This design comes from an exercise in tuning for small area on the open sky130 flow, not from production work. Only simulation tests tie the RTL to the original design; equivalence was not proved. In every run shown here, the design's own scripts or RTL, not TritonCTS, make the clock network. The flow treats the clock pin as an ideal source. Dropping or thinning the clock tree relies on that and would not hold on a real chip. Power is estimated from default activity; no workload was simulated.

[flow/design.v]
module mvm_uart_system (
    input  logic clk,
    input  logic rstn,
    input  logic rx,
    output logic tx
);
    logic       rxk;     
    logic       rxx;     
    wire        txm = ~rxk & ~rxx;   
    logic [3:0] ph;      
    logic [7:0] cnt;     
    logic [1:0] bj;      
    logic [2:0] c;       
    logic [2:0] r;       
    wire rx_mode  = rxk | rxx;
    wire cnt_zero = (cnt == 8'd0);
    wire [3:0] bitn = cnt[7:4];
    wire e15 = (cnt[3:0] == 4'd15);
    wire go   = rx_mode ? ~rx : (ph == 4'd0);
    wire last = e15 & (bitn == (rx_mode ? 4'd8 : 4'd9));
    wire wait_go = cnt_zero & ~go;    
    wire rx_data = rx_mode & (bitn != 4'd0);
    wire rx_adv  = rx_data & e15;
    wire tx_end  = txm & last;
    wire bj_step = rx_adv | tx_end;
    wire bj_wrap = (bj == 2'd3) | (rxk & (bj == 2'd2));
    wire c_step  = rx_adv & bj_wrap;
    wire r_step  = (c_step & rxk & (c == 3'd7)) | (tx_end & (bj == 2'd3));
    wire wbase   = rx_data & (ph[2:0] == c);
    always_ff @(posedge clk or negedge rstn) begin
        if (!rstn) begin
            ph <= '0;
        end else begin
            ph <= ph + 4'd1;
        end
    end
    always_ff @(posedge clk or negedge rstn) begin
        if (!rstn) begin
            rxk <= 1'b1;
            rxx <= 1'b0;
            cnt <= '0;
            bj  <= '0;
            c   <= '0;
            r   <= '0;
        end else begin
            cnt[7:4] <= last ? 4'd0 : cnt[7:4] + {3'd0, e15};
            cnt[3:0] <= {cnt[3:1] + {2'd0, cnt[0]}, ~cnt[0] & ~wait_go};
            if (bj_step) bj <= bj_wrap ? 2'd0 : bj + 2'd1;
            if (c_step)  c  <= c + 3'd1;
            if (r_step)  r  <= r + 3'd1;
            if (c_step & (c == 3'd7) & (rxx | (r == 3'd7))) begin
                rxk <= 1'b0;
                rxx <= rxk;
            end
            if (r_step & txm & (r == 3'd7))
                rxk <= 1'b1;
        end
    end
    logic [15:0] kl [12];
    logic [7:0]  xl [4];
    logic [11:0] ktail;
    logic [3:0]  xc;
    genvar g;
    for (g = 0; g < 12; g++) begin : g_kloop
        wire we = wbase & rxk & (ph[3] == r[0]) &
                  (r[2:1] == 2'(g / 3)) & (bj == 2'(g % 3));
        always_ff @(posedge clk)
            kl[g] <= {kl[g][14:0], we ? rx : kl[g][15]};
        assign ktail[g] = kl[g][15];
    end
    for (g = 0; g < 4; g++) begin : g_xloop
        wire we = wbase & rxx & (bj == 2'(g));
        always_ff @(posedge clk)
            xl[g] <= {xl[g][6:0], we ? rx : xl[g][7]};
        assign xc[g] = xl[g][7];
    end
    logic [6:0] A;       
    logic       q;       
    logic [2:0] krow;    
    always_comb
        case (r[2:1])
            2'd0: krow = ktail[2:0];
            2'd1: krow = ktail[5:3];
            2'd2: krow = ktail[8:6];
            default: krow = ktail[11:9];
        endcase
    wire x   = xc[bitn[1:0]];
    wire acc = txm & ~wait_go & (bj == 2'd0) & (bitn[3:2] == 2'd0) & (cnt[3] == r[0]) & x;
    wire neg = (bitn[1:0] == 2'd3);
    wire [2:0] op  = acc ? (krow ^ {3{neg}}) : 3'd0;
    wire       cin = acc & neg;
    wire [6:0] opx = {{4{op[2]}}, op};
    logic [7:0] cy;
    logic [6:0] sum;
    assign cy[0] = cin;
    for (genvar i = 0; i < 7; i++) begin : g_fa
        assign sum[i]  = A[i] ^ opx[i] ^ cy[i];
        assign cy[i+1] = (A[i] & opx[i]) | (A[i] & cy[i]) | (opx[i] & cy[i]);
    end
    wire take  = txm & e15 & (bitn[3:0] <= 4'd7);
    wire clear = rx_mode | (txm & (bitn == 4'd9) & (bj == 2'd3));
    always_ff @(posedge clk) begin
        if (take | clear)
            A <= {sum[6] & ~clear, sum[6:1]};
        else
            A <= sum;
        if (take)
            q <= sum[0];
    end
    assign tx = ~txm | wait_go | (bitn == 4'd9) | ((bitn != 4'd0) & q);
endmodule
[flow/flow/run.sh]
#!/bin/bash
# Own layout flow: the standard ORFS flow (standard.sh) with two changes:
#  - Yosys's technology mapping is run with several area-oriented ABC scripts
#    (flow/abc_*.script, in place of ORFS's speed script) and the smallest
#    netlist by Yosys's cell area is kept; registers and names are untouched.
#  - the clock tree step builds a two-level tree (flow/my_cts.tcl): one root
#    buffer fed by the clock port drives leaf buffers, each driving a compact
#    group of at most MY_CTS_MAX_SINKS flip-flops.
# Each tool's full output goes to logs in this folder (synth_*.log, standard.log,
# and ORFS's own per-step logs under orfs/logs/).
set -euo pipefail
W=$PWD
source "$W/flow/cts_params"
export MY_CTS_MAX_SINKS MY_CTS_LEAF MY_CTS_ROOT
best=""
best_area=""
for f in "$W"/flow/abc_*.script; do
  n=$(basename "$f" .script)
  S=$W/scripts_$n
  rm -rf "$S"
  cp -r "$FLOW_HOME/scripts" "$S"
  cp "$f" "$S/abc_speed.script"
  cp "$W/flow/my_cts.tcl" "$S/my_cts.tcl"
  python3 - "$S/cts.tcl" <<'PY'
import sys
p = sys.argv[1]
s = open(p).read()
old = "log_cmd clock_tree_synthesis {*}$cts_args"
assert old in s
s = s.replace(old, "source $::env(SCRIPTS_DIR)/my_cts.tcl")
open(p, "w").write(s)
PY
  rm -rf "$W/orfs"
  if bash "$W/standard.sh" "SCRIPTS_DIR=$S" synth > "$W/synth_$n.log" 2>&1; then
    a=$(grep "Chip area" "$W"/orfs/reports/*/mvm_uart_system/base/synth_stat.txt | awk '{print $NF}')
    echo "$n: $a" >> "$W/synth_choice.log"
    if [[ -z "$best" ]] || python3 -c "import sys; sys.exit(0 if float('$a') < float('$best_area') else 1)"; then
      rm -rf "$W/orfs_best"
      mv "$W/orfs" "$W/orfs_best"
      best=$n
      best_area=$a
    fi
  fi
done
echo "chosen: $best ($best_area)" >> "$W/synth_choice.log"
rm -rf "$W/orfs"
mv "$W/orfs_best" "$W/orfs"
bash "$W/standard.sh" "SCRIPTS_DIR=$W/scripts_$best" finish > "$W/standard.log" 2>&1
[flow/flow/abc_s11.script]
&get -n
&st
&deepsyn -T 30
&dch
&nf -R 1000
&put
topo
dnsize -c
[flow/flow/abc_s15.script]
&get -n
&st
&dch -f
&nf -R 1000
&put
topo
dnsize -c
[flow/flow/abc_s16.script]
&get -n
&st
&syn2
&dch
&nf -R 1000
&put
topo
dnsize -c
[flow/flow/abc_s5.script]
&get -n
&st
&dch
&nf -R 1000
&put
topo
dnsize -c
[flow/flow/cts_params]
MY_CTS_MAX_SINKS=19
MY_CTS_LEAF=sky130_fd_sc_hd__clkbuf_8
MY_CTS_ROOT=sky130_fd_sc_hd__clkbuf_8
[flow/flow/my_cts.tcl]
# Two-level clock tree built directly (replaces clock_tree_synthesis):
# the flip-flops are split by recursive bisection of their placement into
# groups of at most CTS_MAX_SINKS; each group gets a leaf clock buffer at its
# centre, and one root buffer, fed by the clock port, drives every leaf buffer.
set max_sinks $::env(MY_CTS_MAX_SINKS)
set leaf_cell $::env(MY_CTS_LEAF)
set root_cell $::env(MY_CTS_ROOT)

set block [ord::get_db_block]
set db [ord::get_db]
set clk_net [$block findNet clk]

set sinks {}
foreach it [$clk_net getITerms] {
  set inst [$it getInst]
  set bb [$inst getBBox]
  set x [expr {([$bb xMin] + [$bb xMax]) / 2}]
  set y [expr {([$bb yMin] + [$bb yMax]) / 2}]
  lappend sinks [list $x $y $it]
}
puts "my_cts: [llength $sinks] sinks on clk"

proc split_groups {pts k} {
  # split pts into k groups of near-equal size by recursive bisection
  if {$k <= 1} { return [list $pts] }
  set xs [lmap p $pts {lindex $p 0}]
  set ys [lmap p $pts {lindex $p 1}]
  set dx [expr {[tcl::mathfunc::max {*}$xs] - [tcl::mathfunc::min {*}$xs]}]
  set dy [expr {[tcl::mathfunc::max {*}$ys] - [tcl::mathfunc::min {*}$ys]}]
  set axis [expr {$dx >= $dy ? 0 : 1}]
  set sorted [lsort -integer -index $axis $pts]
  set k1 [expr {$k / 2}]
  set k2 [expr {$k - $k1}]
  set n [llength $sorted]
  set n1 [expr {int(round(double($n) * $k1 / $k))}]
  set a [lrange $sorted 0 [expr {$n1 - 1}]]
  set b [lrange $sorted $n1 end]
  return [concat [split_groups $a $k1] [split_groups $b $k2]]
}

set n [llength $sinks]
set k [expr {($n + $max_sinks - 1) / $max_sinks}]
set groups [split_groups $sinks $k]

set leaf_master [$db findMaster $leaf_cell]
set root_master [$db findMaster $root_cell]
set root_net [odb::dbNet_create $block "clknet_root"]
$root_net setSigType CLOCK

set i 0
set sx 0
set sy 0
foreach g $groups {
  set gx 0
  set gy 0
  foreach p $g {
    set gx [expr {$gx + [lindex $p 0]}]
    set gy [expr {$gy + [lindex $p 1]}]
  }
  set gx [expr {$gx / [llength $g]}]
  set gy [expr {$gy / [llength $g]}]
  set buf [odb::dbInst_create $block $leaf_master "clkbuf_leaf_$i"]
  $buf setLocation $gx $gy
  $buf setPlacementStatus PLACED
  set net [odb::dbNet_create $block "clknet_leaf_$i"]
  $net setSigType CLOCK
  foreach p $g {
    set it [lindex $p 2]
    $it disconnect
    $it connect $net
  }
  [$buf findITerm X] connect $net
  [$buf findITerm A] connect $root_net
  puts "my_cts: leaf $i drives [llength $g] sinks at ($gx, $gy)"
  set sx [expr {$sx + $gx}]
  set sy [expr {$sy + $gy}]
  incr i
}
set rx [expr {$sx / $i}]
set ry [expr {$sy / $i}]
set root [odb::dbInst_create $block $root_master "clkbuf_root"]
$root setLocation $rx $ry
$root setPlacementStatus PLACED
[$root findITerm A] connect $clk_net
[$root findITerm X] connect $root_net
puts "my_cts: root at ($rx, $ry) drives $i leaf buffers"

set_propagated_clock [all_clocks]
[flow/standard.sh]
#!/bin/bash
# synth_recipe.tcl (not shown) runs the flow's synth.tcl, then flattens the netlist and writes it again
# the make line also repeats each setting of config.mk as NAME=value (left out here)
make -C /OpenROAD-flow-scripts/flow DESIGN_CONFIG=/design/flow/config.mk WORK_HOME=/design/flow/orfs CLKGATE_MAP_FILE= SYNTH_SCRIPT=/design/flow/synth_recipe.tcl "${@:-finish}"
[flow/config.mk]
export PLATFORM = sky130hd
export DESIGN_NAME = mvm_uart_system
export DESIGN_NICKNAME = mvm_uart_system
export VERILOG_FILES = /design/flow/design.v
export SDC_FILE = /design/flow/constraint.sdc
export NUM_CORES = 4
export LEC_CHECK = 0
export CAP_MARGIN = 20
export CORE_MARGIN = 2
export CORE_UTILIZATION = 60
export SLEW_MARGIN = 20
[flow/constraint.sdc]
create_clock -name core_clock -period 10.0 [get_ports {clk}]
set_input_delay 2.0000 -clock core_clock [delete_from_list [all_inputs] [get_ports {clk}]]
set_output_delay 2.0000 -clock core_clock [all_outputs]
set_load 0.01 [all_outputs]
==> impl_metrics.yaml, run 1 <==
synthesis:
  ys.flop_type: "dfxtp_1"
  syn_area_per_cell_um2: 15.6
  yosysWarnings: 3
  synth_top_area_cell: "dfxtp_1"
  synth-edff-count: 1
  async_flop_share_pct: 8.66
  netlist_area_um2: 6440
  synth_seq_cells: 254
  synth_nets: 436
  ys_seq_area_share_pct: 80.8
  yosysUniqueCellTypes: 31
  synthTopCellsByArea: "dfxtp_1, dfrtp_1, mux2_1"
  netlist.area_leader.share_pct: 71.8
  synthCells: 412
sta:
  fin_ws_ns: 5.21
  finalClockSkew_ns: 0.0152
  rsz0062_at_grt: "no"
  fin_setup_tns_ns: 0
  final_period_minus_worst_setup_slack_ns: 4.79
  hold_viol_final: 0
  tightest_slew_ns: 0.718
  max_freq_mhz: 209
  slew_viol_final: 0
  relSlewSlack_pct: 51.8
  final-setup-viol-count: 0
  finalCritPeriodShare_pct: 47.9
critical_path:
  rr_endpoint: "A[5]"
  ff2ff_path_depth: 16
  startpoint: "cnt[4]"
  start_kind: "register"
  r2r_slack_ns: 5.21
  critPathMaxFanout: 7
  cp.arrival_ns: 5.10
  worstPathRequired_ns: 10.31
  r2r-start: "cnt[4]"
  cp-end-kind: "register"
  critPathKind: "reg2reg"
placed_design:
  io_buffers: 3
  hpwl_mm: 5.28
  dpl_worst_slack_ns: 5.21
  gp_congestion: 0.807
layout:
  diodes: 0
  final_common_cell: "dfxtp_1"
  final_cell_mix: "dfxtp_1, mux2_1, nand2_1, dfrtp_1, nor2_1"
  fill_cells: 767
  drive_gt1_share_pct: 4.19
  nNetsFinal: 456
  area_delta_synth_final_pct: 6.23
global_route:
  grt_antenna_before_repair: 0
  grt_pass1_wl_mm: 13.3
  grt_pass1_vias: 2732
  groute.usage.overall_pct: 14.4
  grt_remaining_overflow: 0
  grt_max_degree: 23
detailed_routing:
  wire_per_inst_um: 13.9
  first_pass_iters: 4
  wl_mm: 7.89
  drcViolationCount: 0
  via_count: 2712
  ant_nets: 0
  via_per_inst: 4.79
  dr.first_iter.drc_count: 75
power_and_ir_drop:
  static-leakage-power_nw: 2.88
  power_frac_seq_pct: 71.4
  ir_drop_mv: 0.146
  finalPower_mw: 1.45
  p_switching_mw: 0.276
  power.density_nw_per_um2: 211
  internal_power_mw: 1.17
  pwr-share-clk_pct: 27.3
  pwr-share-comb_pct: 1.3
  p_sw_share_pct: 19.1
flow_run:
  drv_cap: 0
min_path:
  min_to: "xl[0][6]"
  whs_path_depth: 0
  hold_start: "xl[0][5]"
  hold_class: "reg2reg"
outcome:
  status: "no timing/DRC/antenna violations"
floorplanning:
  initial_core_util_pct: 62.2
  die_w_um: 108
  num_rows: 37
  die_area_um2: 11600
  io_pins: 4
  die_h_um: 108
  coreArea_um2: 10400
clock_network:
  cts_hold_buffers: 0
  path_clk_slew_ns: 0.11
  post_cts_resized: 0
  clk_latency_ns: 0.45
  postCtsSetupRepairBufs: 0
worst max-delay path by stage:
stage | cells after the start | slack [ns] | to
after CTS | 16 | 5.17 | A[5]
after global placement | 16 | 5.35 | A[5]
after detailed placement | 16 | 5.21 | A[5]
final | 16 | 5.21 | A[5]
after global routing | 16 | 4.88 | A[5]
after floorplan | 16 | 5.49 | A[5]
worst max-delay path, cell delays in order, from the launching register on:
cell and delay, ns:
dfrtp_1 0.46, or4_1 0.59, a311oi_1 0.36, nor3_1 0.10, nand2_1 0.09, nor3_1 0.04
nand3_1 0.15, nor2_1 0.09, fa_1 0.40, fa_1 0.38, fa_1 0.39, fa_1 0.39
fa_1 0.38, fa_1 0.38, xor2_1 0.16, xnor2_1 0.20, a21oi_1 0.10
per-stage QoR:
step	utilization, %	area (um2)	hold slack (ns)	instances
after floorplan	-	6440	0.310	412
after global placement	64.1	6650	0.310	551
after detailed placement	64.1	6650	0.312	551
after CTS	66.1	6850	0.326	566
after global routing	66.0	6850	0.333	566
final	66.0	6850	0.328	566
logic make-up after synthesis:
kind of cell	count (synthesis)	share of synthesized area, %
AND/OR/NAND/NOR	67	4.83
multiplexers	27	4.89
AO/OA/AOI/OAI	20	2.14
buffers and inverters	7	0.408
flip-flops	254	80.8
adder cells (fa/ha/maj)	21	4.78
XOR/XNOR	16	2.17
sequential cells by signal (all words and copies together), names as in the netlist, 2 cells and up:
register / cells
A: 7
r: 3
ph: 4
bj: 2
c: 3
kl: 192
xl: 32
cnt: 8
metal layers:
metal  GRT usage [%]  routed length (um)
met1            22.0                4120
met2            22.0                3360
met3            1.33                 166
met4            4.12                 250
met5               0                   0
power groups by stage:
stage	clock, mW	combinational, mW	sequential (mW)
finish	0.395	0.0185	1.03
global route	0.447	0.0227	1.03
CTS	0.409	0.0195	1.03
detailed placement	0	0.0194	1.06
global placement	0	0.0178	1.05
floorplan	0	0.0127	1.05
cells in the mapped netlist, types with 2 or more instances:
| cell | n |
|---|---|
| a21oi_1 | 8 |
| a222oi_1 | 3 |
| a32o_1 | 2 |
| and2_0 | 5 |
| clkinv_1 | 7 |
| dfrtp_1 | 21 |
| dfxtp_1 | 231 |
| fa_1 | 6 |
| ha_1 | 15 |
| mux2_1 | 26 |
| nand2_1 | 21 |
| nand3_1 | 12 |
| nor2_1 | 16 |
| nor2b_1 | 3 |
| nor3_1 | 3 |
| nor3b_1 | 2 |
| o21ai_0 | 2 |
| or2_0 | 2 |
| xnor2_1 | 5 |
| xor2_1 | 11 |
layout make-up:
| type | instances | area (um2) | share of cell area, % |
|---|---|---|---|
| multi-input combinational | 151 | 1210 | 17.7 |
| inverter | 7 | 26.3 | 0.384 |
| tap | 136 | 170 | 2.49 |
| timing repair buffer | 3 | 25.0 | 0.365 |
| buffer | 15 | 206 | 3.02 |
| sequential | 254 | 5210 | 76.0 |
==> run 2, diff against run 1 <==
==> flow/flow/abc_s10.script (new file) <==
&get -n
&st
&dc2
&dch
&nf -R 1000
&put
&get -n
&st
&dch
&nf -R 1000
&put
topo
dnsize -c
==> flow/flow/abc_s14.script (new file) <==
&get -n
&st
&deepsyn -T 60
&put
&get -n
&st
&dch
&nf -R 1000
&put
topo
dnsize -c
==> flow/flow/abc_s17.script (new file) <==
&get -n
&st
&dch
&nf -R 1000
&dch
&nf -R 1000
&put
topo
dnsize -c
==> flow/flow/abc_s3.script (new file) <==
strash
balance
rewrite
refactor
balance
rewrite
rewrite -z
balance
refactor -z
rewrite -z
balance
dch
map -a
topo
dnsize -c
==> flow/flow/abc_s7.script (new file) <==
&get -n
&st
&synch2
&if -g -K 6
&synch2
&dch
&nf -R 1000
&put
topo
dnsize -c
==> flow/flow/abc_s9.script (new file) <==
strash
dc2
dch -f
amap
topo
==> impl_metrics.yaml, run 2 <==
detailed_routing:
  via_per_inst: 4.74
  via_count: 2959
  first_pass_iters: 4
  wl_mm: 8.13
  ant_nets: 0
  drcViolationCount: 0
  dr.first_iter.drc_count: 67
  wire_per_inst_um: 13.0
min_path:
  hold_start: "kl[7][14]"
  hold_class: "reg2reg"
  min_to: "kl[7][15]"
  whs_path_depth: 0
layout:
  final_cell_mix: "dfxtp_1, nor2_1, clkinv_1"
  largest_register_ff_count: 192
  fill_cells: 774
  area_delta_synth_final_pct: 6.27
  final_common_cell: "dfxtp_1"
  seq_area_um2: 5210
  reg_top3: "kl: 192 flops, xl: 32 flops, cnt: 8 flops"
  drive_gt1_share_pct: 3.90
  multi_input_area_um2: 1120
  nNetsFinal: 513
  top_register: "kl"
clock_network:
  post_cts_resized: 0
  postCtsSetupRepairBufs: 0
  path_clk_slew_ns: 0.12
  clk_latency_ns: 0.45
  cts_hold_buffers: 0
synthesis:
  synth_seq_cells: 254
  synth.most_common_cell: "dfxtp_1"
  synth_top_area_cell: "dfxtp_1"
  netlist_area_um2: 6440
  yosysWarnings: 3
  syn_area_per_cell_um2: 13.7
  async_flop_share_pct: 8.66
  synthTopCellsByArea: "dfxtp_1, dfrtp_1, ha_1"
  netlist.area_leader.share_pct: 71.8
  yosysUniqueCellTypes: 24
  synth-edff-count: 1
  synthCells: 469
  synth_nets: 493
  ys_top_cells_by_count: "dfxtp_1, nor2_1, clkinv_1"
  ys_seq_area_share_pct: 80.8
  ys.flop_type: "dfxtp_1"
floorplanning:
  die_w_um: 108
  die_h_um: 108
  initial_core_util_pct: 62.1
  coreArea_um2: 10400
  num_rows: 37
  die_area_um2: 11600
  io_pins: 4
sta:
  finalCritPeriodShare_pct: 62.0
  hold_viol_final: 0
  relSlewSlack_pct: 55.2
  fin_setup_tns_ns: 0
  final-setup-viol-count: 0
  max_freq_mhz: 161
  final_period_minus_worst_setup_slack_ns: 6.20
  tightest_slew_ns: 0.668
  rsz0062_at_grt: "no"
  fin_ws_ns: 3.80
  slew_viol_final: 0
  holdWs_ns: 0.314
  finalClockSkew_ns: 0.0179
power_and_ir_drop:
  power_frac_seq_pct: 71.8
  static-leakage-power_nw: 2.85
  pwr-share-clk_pct: 27.9
  p_sw_share_pct: 18.5
  power.density_nw_per_um2: 206
  internal_power_mw: 1.15
  pwr-share-comb_pct: 0.2
  p_switching_mw: 0.261
  finalPower_mw: 1.41
  ir_drop_mv: 0.142
critical_path:
  cp-end-kind: "register"
  rr_endpoint: "A[5]"
  r2r_slack_ns: 5.32
  r2r-start: "rxx"
  ff2ff_path_depth: 17
  critPathKind: "in2reg"
  worstPathRequired_ns: 10.33
  cp.arrival_ns: 6.53
  start_kind: "input pin"
  critPathMaxFanout: 14
flow_run:
  drv_cap: 0
placed_design:
  io_buffers: 3
  hpwl_mm: 5.49
  dpl_worst_slack_ns: 3.32
  gp_congestion: 0.793
global_route:
  grt_remaining_overflow: 0
  grt_max_degree: 23
  grt_antenna_before_repair: 1
  grt_pass1_vias: 2905
  grt_pass1_wl_mm: 13.8
  groute.usage.overall_pct: 14.8
outcome:
  status: "no timing/DRC/antenna violations"
run 2: worst max-delay path by stage:
stage | from | endpoint | cells past startpoint
after global routing | rx | A[5] | 17
after detailed placement | rx | A[5] | 17
after CTS | rx | A[5] | 17
after floorplan | rx | A[5] | 16
final | rx | A[5] | 17
after global placement | rx | A[5] | 17
run 2: metal layers:
metal / share of wire (%) / vias up / global-route usage, %
li1: - / 1533 / -
met1: 51 / 1374 / 22.7
met2: 43 / 37 / 21.9
met3: 3.6 / 15 / 2.42
met4: 2.2 / 0 / 3.85
met5: 0 / - / 0
run 2: metrics by stage:
stage	instances	area, um2	utilization, %
after floorplan	469	6440	-
after global placement	608	6640	64.1
after detailed placement	608	6640	64.1
after CTS	623	6850	66.0
after global routing	623	6840	66.0
final	624	6850	66.0
run 2: cell type report:
class                           instances  area share [%]
Multi-Input combinational cell        184            16.4
Antenna cell                            1          0.0365
Inverter                               31            1.70
Buffer                                 15            3.02
Timing Repair Buffer                    3           0.365
Sequential cell                       254            76.0
Tap cell                              136            2.49
run 2: critical path, cell delays in order:
cell,delay [ns]
clkdlybuf4s50_1,0.52
clkinv_1,0.36
a211oi_1,0.33
nand4_1,0.11
clkinv_1,0.08
nor2_1,0.05
nand4_1,0.14
nor2_1,0.09
fa_1,0.41
fa_1,0.39
fa_1,0.39
fa_1,0.39
fa_1,0.40
fa_1,0.39
xnor2_1,0.18
xor2_1,0.20
a21oi_1,0.08
run 2: cells by family (layout without fill, tap and decap cells):
logic type | count (synthesis) | after routing | share of synthesized area, %
other | 0 | 1 | 0
muxes | 1 | 1 | 0.175
buffers and inverters | 31 | 49 | 1.81
adders and majority gates | 21 | 21 | 4.78
AOI/OAI and AO/OA | 51 | 51 | 4.41
and+or+nand+nor | 97 | 97 | 6.12
xor gates and xnor gates | 14 | 14 | 1.90
DFF | 254 | 254 | 80.8
run 2: power groups by stage:
stage / Combinational [mW] / Clock (mW) / Sequential (mW)
4_1_cts: 0.00371 / 0.410 / 1.01
3_3_place_gp: 0.00360 / 0 / 1.04
6_report: 0.00332 / 0.393 / 1.01
5_1_grt: 0.00398 / 0.446 / 1.01
3_5_place_dp: 0.00371 / 0 / 1.04
2_1_floorplan: 0.000649 / 0 / 1.04
==> run 3, diff against run 2 <==
==> flow/flow/cts_params (replaced) <==
MY_CTS_MAX_SINKS=20
MY_CTS_LEAF=sky130_fd_sc_hd__clkbuf_8
MY_CTS_ROOT=sky130_fd_sc_hd__clkbuf_8
--- a/flow/flow/my_cts.tcl
+++ b/flow/flow/my_cts.tcl
@@ -1,6 +1,7 @@
 # Two-level clock tree built directly (replaces clock_tree_synthesis):
 # the flip-flops are split by recursive bisection of their placement into
-# groups of at most CTS_MAX_SINKS; each group gets a leaf clock buffer at its
+# groups of at most MY_CTS_MAX_SINKS (refined by capacitated nearest-centre
+# assignment); each group gets a leaf clock buffer at its
 # centre, and one root buffer, fed by the clock port, drives every leaf buffer.
 set max_sinks $::env(MY_CTS_MAX_SINKS)
 set leaf_cell $::env(MY_CTS_LEAF)
@@ -41,6 +42,45 @@
 set n [llength $sinks]
 set k [expr {($n + $max_sinks - 1) / $max_sinks}]
 set groups [split_groups $sinks $k]
+
+# refine: capacitated nearest-centre assignment, a few rounds
+for {set iter 0} {$iter < 8} {incr iter} {
+  set centres {}
+  foreach g $groups {
+    set gx 0
+    set gy 0
+    foreach p $g {
+      set gx [expr {$gx + [lindex $p 0]}]
+      set gy [expr {$gy + [lindex $p 1]}]
+    }
+    lappend centres [list [expr {$gx / [llength $g]}] [expr {$gy / [llength $g]}]]
+  }
+  set pairs {}
+  set si 0
+  foreach p $sinks {
+    set ci 0
+    foreach cc $centres {
+      set d [expr {abs([lindex $p 0] - [lindex $cc 0]) + abs([lindex $p 1] - [lindex $cc 1])}]
+      lappend pairs [list $d $si $ci]
+      incr ci
+    }
+    incr si
+  }
+  set pairs [lsort -integer -index 0 $pairs]
+  set taken [lrepeat [llength $sinks] 0]
+  set fill [lrepeat $k 0]
+  set newg [lrepeat $k {}]
+  foreach pr $pairs {
+    lassign $pr d si ci
+    if {[lindex $taken $si] || [lindex $fill $ci] >= $max_sinks} { continue }
+    lset taken $si 1
+    lset fill $ci [expr {[lindex $fill $ci] + 1}]
+    lset newg $ci [concat [lindex $newg $ci] [list [lindex $sinks $si]]]
+  }
+  set groups {}
+  foreach g $newg { if {[llength $g] > 0} { lappend groups $g } }
+  set k [llength $groups]
+}
 
 set leaf_master [$db findMaster $leaf_cell]
 set root_master [$db findMaster $root_cell]
==> impl_metrics.yaml, run 3 <==
outcome:
  status: "no timing/DRC/antenna violations"
critical_path:
  start_kind: "input pin"
  r2r_slack_ns: 5.34
  crit_path_cell_trace: "clkdlybuf4s50_1, clkinv_1, a211oi_1, nand4_1, clkinv_1, nor2_1, nand4_1, nor2_1, fa_1, fa_1, fa_1, fa_1, fa_1, fa_1, xnor2_1, xor2_1, a21oi_1"
  startpoint: "rx"
  cp.arrival_ns: 6.54
  r2r-start: "rxx"
  ff2ff_path_depth: 17
  critPathMaxFanout: 14
  rr_endpoint: "A[5]"
  cp_top_family: "adder cells"
  critPathKind: "in2reg"
  cp_slowest_cell: "clkdlybuf4s50_1"
  crit_path_frequent_cell: "fa_1"
  worstPathRequired_ns: 10.34
  max_stage_delay_ns: 0.52
  cp-end-kind: "register"
  endpoint: "A[5]"
  path_depth: 17
  worstPathBufferInverterCount: 3
layout:
  layout.cells.non_filler: 623
  area_delta_synth_final_pct: 6.06
  top_register: "kl"
  nNetsFinal: 512
  drive_gt1_share_pct: 3.70
  largest_register_ff_count: 192
  fill_cells: 780
  final_common_cell: "dfxtp_1"
  reg_top3: "kl: 192 flops, xl: 32 flops, cnt: 8 flops"
  final_cell_mix: "dfxtp_1, nor2_1, clkinv_1"
synthesis:
  ys.flop_type: "dfxtp_1"
  ys_seq_area_share_pct: 80.8
  synthTopCellsByArea: "dfxtp_1, dfrtp_1, ha_1"
  netlist_area_um2: 6440
  syn_area_per_cell_um2: 13.7
  synthCells: 469
  ys_top_cells_by_count: "dfxtp_1, nor2_1, clkinv_1"
  synth-edff-count: 1
  netlist.area_leader.share_pct: 71.8
  synth_nets: 493
  async_flop_share_pct: 8.66
  synth.most_common_cell: "dfxtp_1"
  synth_seq_cells: 254
  yosysWarnings: 3
  synth_top_area_cell: "dfxtp_1"
  yosysUniqueCellTypes: 24
sta:
  max_freq_mhz: 161
  hold_viol_final: 0
  finalCritPeriodShare_pct: 62.0
  final_period_minus_worst_setup_slack_ns: 6.20
  slew_viol_final: 0
  finalClockSkew_ns: 0.0154
  fin_setup_tns_ns: 0
  tightest_slew_ns: 0.669
  rsz0062_at_grt: "no"
  relSlewSlack_pct: 55.2
  final-setup-viol-count: 0
  fin_ws_ns: 3.80
detailed_routing:
  drcViolationCount: 0
  via_count: 2943
  via_per_inst: 4.72
  first_pass_iters: 4
  ant_nets: 0
  dr.first_iter.drc_count: 81
  wire_per_inst_um: 13.2
  wl_mm: 8.23
clock_network:
  cts_hold_buffers: 0
  post_cts_resized: 0
  path_clk_slew_ns: 0.12
  postCtsSetupRepairBufs: 0
  clk_latency_ns: 0.45
placed_design:
  io_buffers: 3
  dpl_worst_slack_ns: 3.32
  placed_cells: 608
  hpwl_mm: 5.49
  gp_congestion: 0.793
global_route:
  grt_pass1_vias: 2858
  grt_max_degree: 23
  groute.usage.overall_pct: 15.0
  grt_remaining_overflow: 0
  grt_antenna_before_repair: 1
  grt_pass1_wl_mm: 13.9
power_and_ir_drop:
  static-leakage-power_nw: 2.85
  ir_drop_mv: 0.153
  power.density_nw_per_um2: 205
floorplanning:
  initial_core_util_pct: 62.1
  die_area_um2: 11600
  die_h_um: 108
  coreArea_um2: 10400
  io_pins: 4
  num_rows: 37
  die_w_um: 108
min_path:
  hold_class: "reg2reg"
flow_run:
  drv_cap: 0
## run 3: cell counts after synthesis
No cell type changed its count.
## run 3: layout make-up
cell class / instances / area (um2) / share of cell area (%)
Tap cell: 136 / 170 / 2.49
Sequential cell: 254 / 5210 / 76.2
Timing Repair Buffer: 3 / 25.0 / 0.366
Antenna cell: 1 / 2.50 / 0.0366
Buffer: 14 / 193 / 2.82
Multi-Input combinational cell: 184 / 1120 / 16.4
Inverter: 31 / 116 / 1.70
## run 3: how the worst min path moves through the flow
stage              start         to  slack [ns]  cells after the start
6_report       kl[7][12]  kl[7][13]        0.33                      0
4_1_cts        kl[7][12]  kl[7][13]        0.33                      0
2_1_floorplan   kl[0][9]  kl[0][10]        0.31                      0
3_5_place_dp   kl[0][13]  kl[0][14]        0.31                      0
3_3_place_gp    xl[1][6]   xl[1][7]        0.31                      0
5_1_grt         xl[0][3]   xl[0][4]        0.33                      0
## run 3: logic make-up (layout without fill, tap and decap cells)
logic type,after synthesis,in the layout,synth area share [%]
DFF,254,254,80.8
and+or+nand+nor,97,97,6.12
AOI/OAI and AO/OA,51,51,4.41
buffers and inverters,31,48,1.81
adders and majority gates,21,21,4.78
xor gates and xnor gates,14,14,1.90
muxes,1,1,0.175
other,0,1,0
## run 3: where the power goes
part,switching [mW],internal [mW],leakage (nW)
Combinational,0.00275,0.000576,0.572
Sequential,0,1.01,2.17
Clock,0.261,0.126,0.101
## run 3: through the flow
step	hold WS (ns)	instance area, um2	total power, mW	util, %
after floorplan	0.310	6440	1.04	-
after global placement	0.310	6640	1.04	64.1
after detailed placement	0.312	6640	1.04	64.1
after CTS	0.330	6840	1.42	65.9
after global routing	0.331	6830	1.45	65.9
final	0.327	6830	1.40	65.9
## run 3: layer usage
metal	part of all wire (%)	vias up	track usage (%)
li1	-	1532	-
met1	51	1362	23.2
met2	43	34	22.1
met3	4.0	15	2.48
met4	2.0	0	3.57
met5	0	-	0
==> run 4, diff against run 3 <==
==> flow/flow/cts_params (replaced) <==
MY_CTS_MAX_SINKS=21
MY_CTS_LEAF=sky130_fd_sc_hd__clkbuf_8
MY_CTS_ROOT=sky130_fd_sc_hd__clkbuf_8
==> impl_metrics.yaml, run 4 <==
synthesis:
  synth-simple-area-share_pct: 6.12
  yosysWarnings: 3
  synth.area.mux_share_pct: 0.175
  synth_top_area_cell: "dfxtp_1"
  synth_top_family_by_area: "simple AND/OR/NAND/NOR gates"
  synth_compound_area_share_pct: 4.41
  netlist_area_um2: 6440
  yosysUniqueCellTypes: 24
  synth_seq_cells: 254
  ys.flop_type: "dfxtp_1"
  synth_xor_area_share_pct: 1.90
  synth-edff-count: 1
  ys_top_cells_by_count: "dfxtp_1, nor2_1, clkinv_1"
  synthAdderAreaFrac_pct: 4.78
  netlist.area_leader.share_pct: 71.8
  syn_area_per_cell_um2: 13.7
  async_flop_share_pct: 8.66
  synthTopCellsByArea: "dfxtp_1, dfrtp_1, ha_1"
  synth_nets: 493
  synthCells: 469
  synth.most_common_cell: "dfxtp_1"
  ys_seq_area_share_pct: 80.8
sta:
  rsz0062_at_grt: "no"
  final_period_minus_worst_setup_slack_ns: 6.20
  slew_viol_final: 0
  tightest_slew_ns: 0.662
  finalClockSkew_ns: 0.0252
  finalCritPeriodShare_pct: 62.0
  final-setup-viol-count: 0
  fin_setup_tns_ns: 0
  max_freq_mhz: 161
  relSlewSlack_pct: 55.6
  hold_viol_final: 0
  holdWs_ns: 0.326
power_and_ir_drop:
  ir_drop_mv: 0.149
  pwr-share-comb_pct: 0.2
  static-leakage-power_nw: 2.85
  power_frac_seq_pct: 72.2
  internal_power_mw: 1.14
  pwr-share-clk_pct: 27.6
  p_sw_share_pct: 18.8
  power.density_nw_per_um2: 205
  p_switching_mw: 0.263
clock_network:
  clk_latency_ns: 0.46
  post_cts_resized: 0
  postCtsSetupRepairBufs: 0
  cts_hold_buffers: 0
  path_clk_slew_ns: 0.12
detailed_routing:
  dr.first_iter.drc_count: 95
  ant_nets: 0
  wl_mm: 8.19
  via_per_inst: 4.76
  first_pass_iters: 4
  via_count: 2961
  drcViolationCount: 0
  wire_per_inst_um: 13.2
floorplanning:
  coreArea_um2: 10400
  initial_core_util_pct: 62.1
  io_pins: 4
  num_rows: 37
  die_w_um: 108
  die_h_um: 108
  die_area_um2: 11600
critical_path:
  cp-end-kind: "register"
  critPathKind: "in2reg"
  start_kind: "input pin"
  critPathMaxFanout: 14
  worstPathRequired_ns: 10.34
  r2r_slack_ns: 5.34
  cp.arrival_ns: 6.54
placed_design:
  hpwl_mm: 5.49
  io_buffers: 3
  gp_congestion: 0.793
  placed_cells: 608
global_route:
  grt_pass1_vias: 2880
  groute.usage.overall_pct: 14.9
  grt_antenna_before_repair: 0
  grt_pass1_wl_mm: 13.8
  grt_max_degree: 23
  grt_remaining_overflow: 0
layout:
  layout.cells.non_filler: 622
  reg_top3: "kl: 192 flops, xl: 32 flops, cnt: 8 flops"
  final_cell_mix: "dfxtp_1, nor2_1, clkinv_1"
  drive_gt1_share_pct: 3.70
  nNetsFinal: 512
  final_common_cell: "dfxtp_1"
  area_delta_synth_final_pct: 6.02
  diodes: 0
  top_register: "kl"
  largest_register_ff_count: 192
flow_run:
  drv_cap: 0
min_path:
  hold_class: "reg2reg"
outcome:
  status: "no timing/DRC/antenna violations"
[run 4: cell families (layout without fill, tap and decap cells)]
group / count (synthesis) / after routing
flops: 254 / 254
simple gates: 97 / 97
compound gates: 51 / 51
buf+inv: 31 / 48
fa+ha+maj: 21 / 21
xor+xnor: 14 / 14
mux: 1 / 1
[run 4: worst max-delay path, stage by stage]
cell and delay, ns:
clkdlybuf4s50_1 0.52, clkinv_1 0.36, a211oi_1 0.33, nand4_1 0.11, clkinv_1 0.08, nor2_1 0.05
nand4_1 0.14, nor2_1 0.09, fa_1 0.41, fa_1 0.39, fa_1 0.39, fa_1 0.39
fa_1 0.40, fa_1 0.39, xnor2_1 0.18, xor2_1 0.20, a21oi_1 0.09
[run 4: cell type report]
| cell class | instances | area [um2] |
|---|---|---|
| plain buffers | 14 | 193 |
| well taps | 136 | 170 |
| flip-flops and latches | 254 | 5210 |
| repair buffers | 3 | 25.0 |
| fillers | 780 | 3540 |
| multi-input cells | 184 | 1120 |
| inverters | 31 | 116 |
[run 4: through the flow]
| stage | total power [mW] | util (%) | instance area (um2) | worst slack [ns] |
|---|---|---|---|---|
| after floorplan | 1.04 | - | 6440 | 4.27 |
| after detailed placement | 1.04 | 64.1 | 6640 | 3.32 |
| after global routing | 1.46 | 65.9 | 6830 | 3.52 |
| after CTS | 1.42 | 65.9 | 6840 | 3.82 |
| after global placement | 1.04 | 64.1 | 6640 | 3.46 |
| final | 1.40 | 65.9 | 6830 | 3.80 |
[run 4: final timing paths]
check                           from   endpoint  cells after the start
min in group asynchronous       rstn      bj[1]                      1
hold / removal             kl[0][13]  kl[0][14]                      0
setup / recovery                  rx       A[5]                     17
hold reg to reg            kl[0][13]  kl[0][14]                      0
max in group asynchronous       rstn        rxk                      1
setup reg to reg                 rxx       A[5]                     17
[run 4: per-layer routing]
layer  GRT usage, %  wire (um)  part of all wire, %
met1           23.2       4100                   50
met2           22.0       3520                   43
met3           2.00        350                  4.3
met4           4.03        211                  2.6
met5              0          0                    0
[run 4: power groups by stage]
stage / sequential [mW] / combinational, mW / clock (mW)
2_1_floorplan: 1.04 / 0.000649 / 0
3_3_place_gp: 1.04 / 0.00360 / 0
3_5_place_dp: 1.04 / 0.00371 / 0
4_1_cts: 1.01 / 0.00371 / 0.400
5_1_grt: 1.01 / 0.00398 / 0.438
6_report: 1.01 / 0.00333 / 0.387
==> run 5, diff against run 4 <==
==> flow/flow/cts_params (replaced) <==
MY_CTS_MAX_SINKS=22
MY_CTS_LEAF=sky130_fd_sc_hd__clkbuf_8
MY_CTS_ROOT=sky130_fd_sc_hd__clkbuf_8
==> impl_metrics.yaml, run 5 <==
power_and_ir_drop:
  finalPower_mw: 1.39
  internal_power_mw: 1.13
  pwr-share-clk_pct: 27.0
  ir_drop_mv: 0.168
  pwr-share-comb_pct: 0.2
  p_switching_mw: 0.261
  p_sw_share_pct: 18.8
  power.density_nw_per_um2: 204
  power_frac_seq_pct: 72.7
  static-leakage-power_nw: 2.84
critical_path:
  rr_endpoint: "A[5]"
  cp-end-kind: "register"
  startpoint: "rx"
  critPathMaxFanout: 14
  critPathKind: "in2reg"
  start_kind: "input pin"
  cp.arrival_ns: 6.53
  ff2ff_path_depth: 17
  r2r_slack_ns: 5.31
  r2r-start: "rxx"
  worstPathRequired_ns: 10.33
  endpoint: "A[5]"
synthesis:
  synth_seq_cells: 254
  ys_top_cells_by_count: "dfxtp_1, nor2_1, clkinv_1"
  synth.most_common_cell: "dfxtp_1"
  async_flop_share_pct: 8.66
  netlist.area_leader.share_pct: 71.8
  ys.flop_type: "dfxtp_1"
  ys_seq_area_share_pct: 80.8
  synthCells: 469
  synth_nets: 493
  synthTopCellsByArea: "dfxtp_1, dfrtp_1, ha_1"
  netlist_area_um2: 6440
  syn_area_per_cell_um2: 13.7
  synth_top_area_cell: "dfxtp_1"
  yosysUniqueCellTypes: 24
  synth-edff-count: 1
  yosysWarnings: 3
detailed_routing:
  drcViolationCount: 0
  ant_nets: 0
  wire_per_inst_um: 13.2
  wl_mm: 8.20
  via_count: 2935
  via_per_inst: 4.73
  first_pass_iters: 4
  dr.first_iter.drc_count: 90
sta:
  holdWs_ns: 0.332
  tightest_slew_ns: 0.660
  hold_viol_final: 0
  finalClockSkew_ns: 0.0191
  rsz0062_at_grt: "no"
  relSlewSlack_pct: 55.7
  final_period_minus_worst_setup_slack_ns: 6.20
  fin_setup_tns_ns: 0
  fin_ws_ns: 3.80
  slew_viol_final: 0
  max_freq_mhz: 161
  final-setup-viol-count: 0
  finalCritPeriodShare_pct: 62.0
placed_design:
  hpwl_mm: 5.49
  dpl_worst_slack_ns: 3.32
  io_buffers: 3
  gp_congestion: 0.793
layout:
  nNetsFinal: 511
  reg_top3: "kl: 192 flops, xl: 32 flops, cnt: 8 flops"
  top_register: "kl"
  final_cell_mix: "dfxtp_1, nor2_1, clkinv_1"
  area_delta_synth_final_pct: 5.81
  diodes: 0
  largest_register_ff_count: 192
  drive_gt1_share_pct: 3.51
  final_common_cell: "dfxtp_1"
floorplanning:
  die_area_um2: 11600
  num_rows: 37
  die_w_um: 108
  coreArea_um2: 10400
  io_pins: 4
  initial_core_util_pct: 62.1
  die_h_um: 108
clock_network:
  path_clk_slew_ns: 0.12
  postCtsSetupRepairBufs: 0
  clk_latency_ns: 0.44
  cts_hold_buffers: 0
  post_cts_resized: 0
global_route:
  groute.usage.overall_pct: 14.9
  grt_max_degree: 23
  grt_remaining_overflow: 0
  grt_pass1_wl_mm: 13.8
  grt_pass1_vias: 2868
  grt_antenna_before_repair: 0
outcome:
  status: "no timing/DRC/antenna violations"
min_path:
  hold_class: "reg2reg"
flow_run:
  drv_cap: 0
-- run 5: cell counts after synthesis --
No cell type changed its count.
-- run 5: stage by stage --
stage / utilization [%] / area, um2 / std cells
finish: 65.7 / 6820 / 621
global route: 65.7 / 6820 / 621
CTS: 65.8 / 6820 / 621
detailed placement: 64.1 / 6640 / 608
global placement: 64.1 / 6640 / 608
floorplan: - / 6440 / 469
-- run 5: worst min-delay path by stage --
stage | startpoint | endpoint | cells after the start
after floorplan | kl[0][9] | kl[0][10] | 0
after global placement | xl[1][6] | xl[1][7] | 0
after detailed placement | kl[0][13] | kl[0][14] | 0
after CTS | kl[2][10] | kl[2][11] | 0
after global routing | kl[2][10] | kl[2][11] | 0
final | kl[0][12] | kl[0][13] | 0
-- run 5: area by class of cell --
cell class              count  area (um2)
fillers                   782        3550
well taps                 136         170
inverters                  31         116
multi-input cells         184        1120
repair buffers              3        25.0
plain buffers              13         179
flip-flops and latches    254        5210
-- run 5: kinds of logic (layout without fill, tap and decap cells) --
kind of cell | after synthesis | in the layout | share of synthesized area [%]
fa+ha+maj | 21 | 21 | 4.78
mux | 1 | 1 | 0.175
xor+xnor | 14 | 14 | 1.90
flops | 254 | 254 | 80.8
simple gates | 97 | 97 | 6.12
buf+inv | 31 | 47 | 1.81
compound gates | 51 | 51 | 4.41
-- run 5: worst max-delay path: stages --
cell and delay, ns:
clkdlybuf4s50_1 0.52, clkinv_1 0.36, a211oi_1 0.33, nand4_1 0.11, clkinv_1 0.08, nor2_1 0.05
nand4_1 0.14, nor2_1 0.09, fa_1 0.41, fa_1 0.39, fa_1 0.39, fa_1 0.39
fa_1 0.40, fa_1 0.39, xnor2_1 0.18, xor2_1 0.20, a21oi_1 0.09
-- run 5: layer usage --
layer  wire length (um)  vias up  part of all wire [%]  track usage, %
met2               3460       35                    42            21.9
li1                   -     1527                     -               -
met3                279       15                   3.4            2.00
met5                  0        -                     0               0
met1               4280     1358                    52            23.4
met4                180        0                   2.2            3.75
-- run 5: power by group through the flow --
| stage | Combinational (mW) | Clock [mW] | Sequential, mW |
|---|---|---|---|
| final | 0.00333 | 0.376 | 1.01 |
| after global routing | 0.00398 | 0.428 | 1.01 |
| after detailed placement | 0.00371 | 0 | 1.04 |
| after global placement | 0.00360 | 0 | 1.04 |
| after CTS | 0.00371 | 0.389 | 1.01 |
| after floorplan | 0.000649 | 0 | 1.04 |
==> run 6, diff against run 5 <==
==> flow/flow/cts_params (replaced) <==
MY_CTS_MAX_SINKS=22
MY_CTS_LEAF=sky130_fd_sc_hd__clkbuf_8
MY_CTS_ROOT=sky130_fd_sc_hd__clkbuf_2
==> impl_metrics.yaml, run 6 <==
outcome:
  status: "no timing/DRC/antenna violations"
layout:
  nNetsFinal: 511
  reg_top3: "kl: 192 flops, xl: 32 flops, cnt: 8 flops"
  largest_register_ff_count: 192
  final_common_cell: "dfxtp_1"
  drive_gt1_share_pct: 3.51
  final_cell_mix: "dfxtp_1, nor2_1, clkinv_1"
  top_register: "kl"
  area_delta_synth_final_pct: 5.67
  diodes: 0
synthesis:
  synth.most_common_cell: "dfxtp_1"
  synthTopCellsByArea: "dfxtp_1, dfrtp_1, ha_1"
  syn_area_per_cell_um2: 13.7
  netlist.area_leader.share_pct: 71.8
  ys.flop_type: "dfxtp_1"
  ys_top_cells_by_count: "dfxtp_1, nor2_1, clkinv_1"
  yosysWarnings: 3
  synth_nets: 493
  synth_top_area_cell: "dfxtp_1"
  synth_seq_cells: 254
  netlist_area_um2: 6440
  synthCells: 469
  yosysUniqueCellTypes: 24
  async_flop_share_pct: 8.66
  ys_seq_area_share_pct: 80.8
  synth-edff-count: 1
clock_network:
  postCtsSetupRepairBufs: 0
  clk_latency_ns: 0.72
  post_cts_resized: 0
  path_clk_slew_ns: 0.12
  cts_hold_buffers: 0
detailed_routing:
  wire_per_inst_um: 13.2
  dr.first_iter.drc_count: 90
  first_pass_iters: 4
  wl_mm: 8.20
  via_count: 2938
  drcViolationCount: 0
  via_per_inst: 4.73
  ant_nets: 0
sta:
  max_freq_mhz: 164
  tightest_slew_ns: 0.659
  holdWs_ns: 0.333
  hold_viol_final: 0
  fin_setup_tns_ns: 0
  finalCritPeriodShare_pct: 61.0
  slew_viol_final: 0
  final_period_minus_worst_setup_slack_ns: 6.10
  final-setup-viol-count: 0
  relSlewSlack_pct: 55.8
  finalClockSkew_ns: 0.0196
  rsz0062_at_grt: "no"
floorplanning:
  die_w_um: 108
  die_area_um2: 11600
  io_pins: 4
  coreArea_um2: 10400
  initial_core_util_pct: 62.1
  die_h_um: 108
  num_rows: 37
critical_path:
  worstPathRequired_ns: 8.00
  cp-end-kind: "output port"
  start_kind: "input pin"
  critPathMaxFanout: 14
  max_stage_delay_ns: 0.56
  r2r_slack_ns: 5.31
  critPathKind: "in2out"
  cp_slowest_cell: "clkdlybuf4s50_1"
  cp.arrival_ns: 4.10
  crit_path_cell_trace: "clkdlybuf4s50_1, clkinv_1, a211oi_1, nand4_1, clkinv_1, nor2_1, o211ai_1, clkdlybuf4s50_1"
placed_design:
  hpwl_mm: 5.49
  io_buffers: 3
  gp_congestion: 0.793
global_route:
  grt_antenna_before_repair: 0
  grt_remaining_overflow: 0
  grt_max_degree: 23
  grt_pass1_wl_mm: 13.8
  grt_pass1_vias: 2863
  groute.usage.overall_pct: 14.9
power_and_ir_drop:
  power.density_nw_per_um2: 203
  ir_drop_mv: 0.167
  static-leakage-power_nw: 2.83
min_path:
  hold_class: "reg2reg"
flow_run:
  drv_cap: 0
run 6: cell counts after synthesis:
Identical to the previous run, type by type.
run 6: kinds of logic (layout without fill, tap and decap cells):
kind of cell	after synthesis	in the layout	synth area share, %
flip-flops	254	254	80.8
AO/OA/AOI/OAI	51	51	4.41
multiplexers	1	1	0.175
XOR/XNOR	14	14	1.90
adder cells (fa/ha/maj)	21	21	4.78
buffers and inverters	31	47	1.81
AND/OR/NAND/NOR	97	97	6.12
run 6: stage by stage:
| stage | utilization, % | setup WS, ns | total power [mW] | std cells | instance area, um2 |
|---|---|---|---|---|---|
| 3_5_place_dp | 64.1 | 3.32 | 1.04 | 608 | 6640 |
| 3_3_place_gp | 64.1 | 3.46 | 1.04 | 608 | 6640 |
| 6_report | 65.6 | 3.90 | 1.38 | 621 | 6810 |
| 2_1_floorplan | - | 4.27 | 1.04 | 469 | 6440 |
| 5_1_grt | 65.6 | 3.67 | 1.44 | 621 | 6810 |
| 4_1_cts | 65.7 | 3.89 | 1.40 | 621 | 6810 |
run 6: layout make-up:
class / instances / area [um2]
Buffer: 13 / 170
Timing Repair Buffer: 3 / 25.0
Fill cell: 782 / 3560
Multi-Input combinational cell: 184 / 1120
Inverter: 31 / 116
Sequential cell: 254 / 5210
Tap cell: 136 / 170
run 6: path summary, 6_finish.rpt:
| check | end | start | depth (start not counted) |
|---|---|---|---|
| max reg2reg | A[5] | rxx | 17 |
| max | tx | rx | 8 |
| min reg2reg | kl[0][13] | kl[0][12] | 0 |
| min in group asynchronous | c[1] | rstn | 1 |
| min | kl[0][13] | kl[0][12] | 0 |
| max in group asynchronous | rxk | rstn | 1 |
run 6: critical path: cells and delay by family:
kind            cells  cell delay (ns)
simple gates        2             0.16
buf+inv             4             1.52
compound gates      2             0.40
run 6: where the power goes:
group	total, mW	switching (mW)	internal, mW	leakage [nW]
Combinational	0.00334	0.00276	0.000576	0.572
Clock	0.367	0.258	0.109	0.0904
Sequential	1.01	0	1.01	2.17
run 6: per-layer routing:
| layer | GRT usage, % | vias to the layer above | routed length, um |
|---|---|---|---|
| li1 | - | 1526 | - |
| met5 | 0 | - | 0 |
| met2 | 21.9 | 44 | 3450 |
| met3 | 1.94 | 18 | 280 |
| met4 | 3.66 | 0 | 191 |
| met1 | 23.4 | 1350 | 4280 |
==> run 7, diff against run 6 <==
==> flow/flow/cts_params (replaced) <==
MY_CTS_MAX_SINKS=22
MY_CTS_LEAF=sky130_fd_sc_hd__clkbuf_8
MY_CTS_ROOT=sky130_fd_sc_hd__clkbuf_4
--- a/flow/config.mk
+++ b/flow/config.mk
@@ -8,4 +8,5 @@
 export CAP_MARGIN = 20
 export CORE_MARGIN = 2
 export CORE_UTILIZATION = 60
+export PLACE_DENSITY = 0.9
 export SLEW_MARGIN = 20
==> impl_metrics.yaml, run 7 <==
sta:
  rsz0062_at_grt: "no"
  tightest_slew_ns: 0.809
  slew_viol_final: 0
  hold_viol_final: 0
  relSlewSlack_pct: 45.8
  max_freq_mhz: 160
  fin_ws_ns: 3.76
  finalClockSkew_ns: 0.0332
  fin_setup_tns_ns: 0
  final_period_minus_worst_setup_slack_ns: 6.24
  finalCritPeriodShare_pct: 62.4
  final-setup-viol-count: 0
power_and_ir_drop:
  internal_power_mw: 1.13
  ir_drop_mv: 0.132
  p_switching_mw: 0.259
  p_sw_share_pct: 18.7
  static-leakage-power_nw: 2.84
  pwr-share-clk_pct: 26.6
  pwr-share-comb_pct: 0.2
  power_frac_seq_pct: 73.2
  power.density_nw_per_um2: 203
critical_path:
  endpoint: "A[5]"
  cp_top_family: "adder cells"
  worstPathRequired_ns: 10.44
  cp-end-kind: "register"
  path_depth: 17
  r2r_slack_ns: 5.09
  cp.arrival_ns: 6.68
  worstPathBufferInverterCount: 3
  ff2ff_path_depth: 17
  rr_endpoint: "A[5]"
  startpoint: "rx"
  crit_path_cell_trace: "clkdlybuf4s50_1, clkinv_1, a211oi_1, nand4_1, clkinv_1, nor2_1, nand4_1, nor2_1, fa_1, fa_1, fa_1, fa_1, fa_1, fa_1, xnor2_1, xor2_1, a21oi_1"
  critPathMaxFanout: 14
  start_kind: "input pin"
  cp_slowest_cell: "clkdlybuf4s50_1"
  r2r-start: "rxx"
  critPathKind: "in2reg"
  crit_path_frequent_cell: "fa_1"
  max_stage_delay_ns: 0.55
layout:
  final_cell_mix: "dfxtp_1, nor2_1, clkinv_1"
  nNetsFinal: 511
  largest_register_ff_count: 192
  layout.cells.non_filler: 622
  final_common_cell: "dfxtp_1"
  drive_gt1_share_pct: 3.51
  fill_cells: 704
  top_register: "kl"
  reg_top3: "kl: 192 flops, xl: 32 flops, cnt: 8 flops"
  area_delta_synth_final_pct: 5.75
global_route:
  grt_max_degree: 23
  grt_remaining_overflow: 0
  grt_pass1_vias: 3166
  groute.usage.overall_pct: 16.6
  grt_antenna_before_repair: 1
  grt_pass1_wl_mm: 15.3
floorplanning:
  num_rows: 37
  coreArea_um2: 10400
  die_h_um: 108
  die_area_um2: 11600
  initial_core_util_pct: 62.1
  die_w_um: 108
  io_pins: 4
synthesis:
  syn_area_per_cell_um2: 13.7
  synthTopCellsByArea: "dfxtp_1, dfrtp_1, ha_1"
  synth_nets: 493
  yosysUniqueCellTypes: 24
  netlist_area_um2: 6440
  netlist.area_leader.share_pct: 71.8
  ys.flop_type: "dfxtp_1"
  synth.most_common_cell: "dfxtp_1"
  async_flop_share_pct: 8.66
  ys_top_cells_by_count: "dfxtp_1, nor2_1, clkinv_1"
  yosysWarnings: 3
  ys_seq_area_share_pct: 80.8
  synth_top_area_cell: "dfxtp_1"
  synth-edff-count: 1
  synthCells: 469
  synth_seq_cells: 254
detailed_routing:
  wire_per_inst_um: 15.1
  dr.first_iter.drc_count: 182
  via_per_inst: 5.09
  via_count: 3168
  wl_mm: 9.37
  ant_nets: 0
  drcViolationCount: 0
  first_pass_iters: 4
clock_network:
  clk_latency_ns: 0.56
  path_clk_slew_ns: 0.11
  cts_hold_buffers: 0
  post_cts_resized: 0
  postCtsSetupRepairBufs: 0
placed_design:
  hpwl_mm: 6.42
  io_buffers: 3
  placed_cells: 608
  gp_congestion: 0.903
  dpl_worst_slack_ns: 3.27
outcome:
  status: "no timing/DRC/antenna violations"
min_path:
  hold_class: "reg2reg"
flow_run:
  drv_cap: 0
==> run 7: cell counts after synthesis <==
No cell type changed its count.
==> run 7: worst min-delay path by stage <==
stage,start,cells after the start,to,slack [ns]
floorplan,kl[0][9],0,kl[0][10],0.31
global placement,xl[1][0],0,xl[1][1],0.31
detailed placement,kl[0][5],0,kl[0][6],0.31
CTS,kl[11][7],0,kl[11][8],0.33
global route,kl[11][7],0,kl[11][8],0.33
finish,kl[11][7],0,kl[11][8],0.32
==> run 7: cells by family (layout without fill, tap and decap cells) <==
logic type               count (synthesis)  in the layout  share of synthesized area (%)
flip-flops                             254            254                           80.8
AND/OR/NAND/NOR                         97             97                           6.12
AO/OA/AOI/OAI                           51             51                           4.41
buffers and inverters                   31             47                           1.81
adder cells (fa/ha/maj)                 21             21                           4.78
XOR/XNOR                                14             14                           1.90
multiplexers                             1              1                          0.175
other                                    0              1                              0
==> run 7: metal layers <==
layer / track usage, % / wire [um]
met5: 0 / 0
met1: 22.4 / 4190
met2: 27.9 / 4330
met4: 6.14 / 437
met3: 1.88 / 409
==> run 7: final cells by class <==
| cell class | instances | area (um2) | share of cell area [%] |
|---|---|---|---|
| flip-flops and latches | 254 | 5210 | 76.4 |
| multi-input cells | 184 | 1120 | 16.4 |
| plain buffers | 13 | 173 | 2.53 |
| well taps | 136 | 170 | 2.50 |
| inverters | 31 | 116 | 1.71 |
| repair buffers | 3 | 25.0 | 0.367 |
| diodes | 1 | 2.50 | 0.0367 |
==> run 7: stage by stage <==
step / power, mW / utilization, % / hold slack [ns] / instance area (um2)
after global routing: 1.43 / 65.7 / 0.328 / 6810
final: 1.38 / 65.7 / 0.319 / 6810
after global placement: 1.04 / 64.1 / 0.310 / 6640
after floorplan: 1.04 / - / 0.310 / 6440
after detailed placement: 1.04 / 64.1 / 0.312 / 6640
after CTS: 1.40 / 65.7 / 0.328 / 6820
==> run 7: power groups by stage <==
stage,Combinational [mW],Sequential (mW),Clock (mW)
after floorplan,0.000649,1.04,0
after global placement,0.00341,1.04,0
after detailed placement,0.00363,1.04,0
after CTS,0.00365,1.01,0.381
after global routing,0.00383,1.01,0.414
final,0.00339,1.01,0.368
==> run 8, diff against run 7 <==
--- a/flow/config.mk
+++ b/flow/config.mk
@@ -8,5 +8,4 @@
 export CAP_MARGIN = 20
 export CORE_MARGIN = 2
 export CORE_UTILIZATION = 60
-export PLACE_DENSITY = 0.9
 export SLEW_MARGIN = 20
==> impl_metrics.yaml, run 8 <==
min_path:
  min_to: "kl[0][13]"
  whs_path_depth: 0
  hold_start: "kl[0][12]"
  hold_class: "reg2reg"
floorplanning:
  io_pins: 4
  die_w_um: 108
  coreArea_um2: 10400
  die_area_um2: 11600
  die_h_um: 108
  num_rows: 37
  initial_core_util_pct: 62.1
synthesis:
  synth_compound_area_share_pct: 4.41
  synthCells: 469
  ys.flop_type: "dfxtp_1"
  ys_seq_area_share_pct: 80.8
  synth_nets: 493
  synth_top_family_by_area: "simple AND/OR/NAND/NOR gates"
  yosysWarnings: 3
  synthTopCellsByArea: "dfxtp_1, dfrtp_1, ha_1"
  async_flop_share_pct: 8.66
  synth.area.mux_share_pct: 0.175
  synth.most_common_cell: "dfxtp_1"
  synth_seq_cells: 254
  yosysUniqueCellTypes: 24
  syn_area_per_cell_um2: 13.7
  netlist.area_leader.share_pct: 71.8
  synthAdderAreaFrac_pct: 4.78
  synth-simple-area-share_pct: 6.12
  synth-edff-count: 1
  synth_xor_area_share_pct: 1.90
  netlist_area_um2: 6440
  ys_top_cells_by_count: "dfxtp_1, nor2_1, clkinv_1"
  synth_top_area_cell: "dfxtp_1"
power_and_ir_drop:
  ir_drop_mv: 0.168
  power.density_nw_per_um2: 203
  static-leakage-power_nw: 2.84
detailed_routing:
  dr.first_iter.drc_count: 90
  wl_mm: 8.20
  ant_nets: 0
  first_pass_iters: 4
  drcViolationCount: 0
  via_count: 2940
  wire_per_inst_um: 13.2
  via_per_inst: 4.73
sta:
  finalClockSkew_ns: 0.0192
  finalCritPeriodShare_pct: 61.0
  final_period_minus_worst_setup_slack_ns: 6.10
  fin_setup_tns_ns: 0
  final-setup-viol-count: 0
  slew_viol_final: 0
  relSlewSlack_pct: 55.8
  max_freq_mhz: 164
  tightest_slew_ns: 0.659
  hold_viol_final: 0
  holdWs_ns: 0.332
  rsz0062_at_grt: "no"
critical_path:
  r2r-start: "rxx"
  cp-end-kind: "output port"
  critPathKind: "in2out"
  crit_path_cell_trace: "clkdlybuf4s50_1, clkinv_1, a211oi_1, nand4_1, clkinv_1, nor2_1, o211ai_1, clkdlybuf4s50_1"
  rr_endpoint: "A[5]"
  cp.arrival_ns: 4.10
  ff2ff_path_depth: 17
  worstPathRequired_ns: 8.00
  start_kind: "input pin"
  critPathMaxFanout: 14
  cp_slowest_cell: "clkdlybuf4s50_1"
  r2r_slack_ns: 5.31
  max_stage_delay_ns: 0.56
global_route:
  grt_pass1_wl_mm: 13.8
  grt_remaining_overflow: 0
  groute.usage.overall_pct: 14.9
  grt_max_degree: 23
  grt_pass1_vias: 2863
  grt_antenna_before_repair: 0
layout:
  final_cell_mix: "dfxtp_1, nor2_1, clkinv_1"
  nNetsFinal: 511
  largest_register_ff_count: 192
  diodes: 0
  drive_gt1_share_pct: 3.51
  top_register: "kl"
  area_delta_synth_final_pct: 5.71
  final_common_cell: "dfxtp_1"
  reg_top3: "kl: 192 flops, xl: 32 flops, cnt: 8 flops"
clock_network:
  clk_latency_ns: 0.56
  path_clk_slew_ns: 0.12
  cts_hold_buffers: 0
  postCtsSetupRepairBufs: 0
  post_cts_resized: 0
placed_design:
  gp_congestion: 0.793
  io_buffers: 3
  hpwl_mm: 5.49
flow_run:
  drv_cap: 0
outcome:
  status: "no timing/DRC/antenna violations"
-- run 8: logic make-up after synthesis --
family,after synthesis
xor gates and xnor gates,14
and+or+nand+nor,97
muxes,1
AOI/OAI and AO/OA,51
adders and majority gates,21
buffers and inverters,31
DFF,254
-- run 8: metrics by stage --
stage / utilization, % / cells / setup slack, ns / instance area, um2 / power (mW)
after floorplan: - / 469 / 4.27 / 6440 / 1.04
after global placement: 64.1 / 608 / 3.46 / 6640 / 1.04
after detailed placement: 64.1 / 608 / 3.32 / 6640 / 1.04
after CTS: 65.7 / 621 / 3.89 / 6820 / 1.40
after global routing: 65.7 / 621 / 3.65 / 6810 / 1.44
final: 65.7 / 621 / 3.90 / 6810 / 1.39
-- run 8: cell type report --
class                      instances  area [um2]
inverter                          31         116
sequential                       254        5210
tap                              136         170
multi-input combinational        184        1120
timing repair buffer               3        25.0
buffer                            13         173
fill                             781        3560
-- run 8: worst max-delay path, delay by kind of cell --
kind,cells,cell delay [ns]
buf+inv,4,1.52
compound gates,2,0.40
simple gates,2,0.16
-- run 8: how the worst max path moves through the flow --
| stage | from | end | slack (ns) | cells past startpoint |
|---|---|---|---|---|
| 2_1_floorplan | rx | A[5] | 4.27 | 16 |
| 3_3_place_gp | rx | A[5] | 3.46 | 17 |
| 3_5_place_dp | rx | A[5] | 3.32 | 17 |
| 4_1_cts | rx | tx | 3.89 | 8 |
| 5_1_grt | rx | A[5] | 3.65 | 17 |
| 6_report | rx | tx | 3.90 | 8 |
-- run 8: power by group --
group | total, mW | internal [mW] | switching (mW)
Clock | 0.369 | 0.112 | 0.258
Sequential | 1.01 | 1.01 | 0
Combinational | 0.00334 | 0.000576 | 0.00276
-- run 8: per-layer routing --
metal,wire length (um),vias to the layer above,part of all wire [%],global-route usage (%)
li1,-,1527,-,-
met2,3450,44,42,21.9
met4,194,0,2.4,3.66
met3,280,18,3.4,1.94
met5,0,-,0,0
met1,4280,1351,52,23.4

port drivers added, routing unchanged:
Ports are ideal in the flow. The routed layouts listed here were re-timed in OpenROAD.
Step 1: set_driving_cell puts a clkbuf_16 on clk and a buf_2 on each other input, an assumption about the parent block.
Step 2 times the ports against the registers' clock, not the clock port: input delays grow and output delays shrink by t, the midpoint of the rising clock arrivals with the driver on.
Slacks: ideal ports / drivers / drivers and shift; pairs: ideal ports / drivers.
run | t, ns | slack for setup (ns) | hold slack, ns | worst setup path at the end | clock arrival spread, ns
run 1 | 0.471 | 5.209 / 5.209 / 5.209 | 0.328 / 0.328 / 0.328 | register to register | 0.016 / 0.015
run 2 | 0.468 | 3.797 / 3.791 / 3.323 | 0.314 / 0.314 / 0.314 | input to register | 0.019 / 0.019
run 3 | 0.472 | 3.803 / 3.796 / 3.324 | 0.327 / 0.327 / 0.327 | input to register | 0.016 / 0.016
run 4 | 0.473 | 3.803 / 3.797 / 3.324 | 0.326 / 0.326 / 0.326 | input to register | 0.025 / 0.026
run 5 | 0.460 | 3.795 / 3.790 / 3.331 | 0.332 / 0.332 / 0.332 | input to register | 0.020 / 0.019
run 6 | 0.734 | 3.901 / 3.867 / 3.330 | 0.333 / 0.333 / 0.333 | input to register | 0.020 / 0.020
run 7 | 0.576 | 3.760 / 3.743 / 3.168 | 0.319 / 0.319 / 0.319 | input to register | 0.033 / 0.033
run 8 | 0.573 | 3.901 / 3.867 / 3.329 | 0.332 / 0.332 / 0.332 | input to register | 0.020 / 0.020
After both steps setup and hold are still met in every run listed. The setup slack of run 7, which loses most, moves by -0.017 ns with the drivers and by -0.592 ns with both steps.
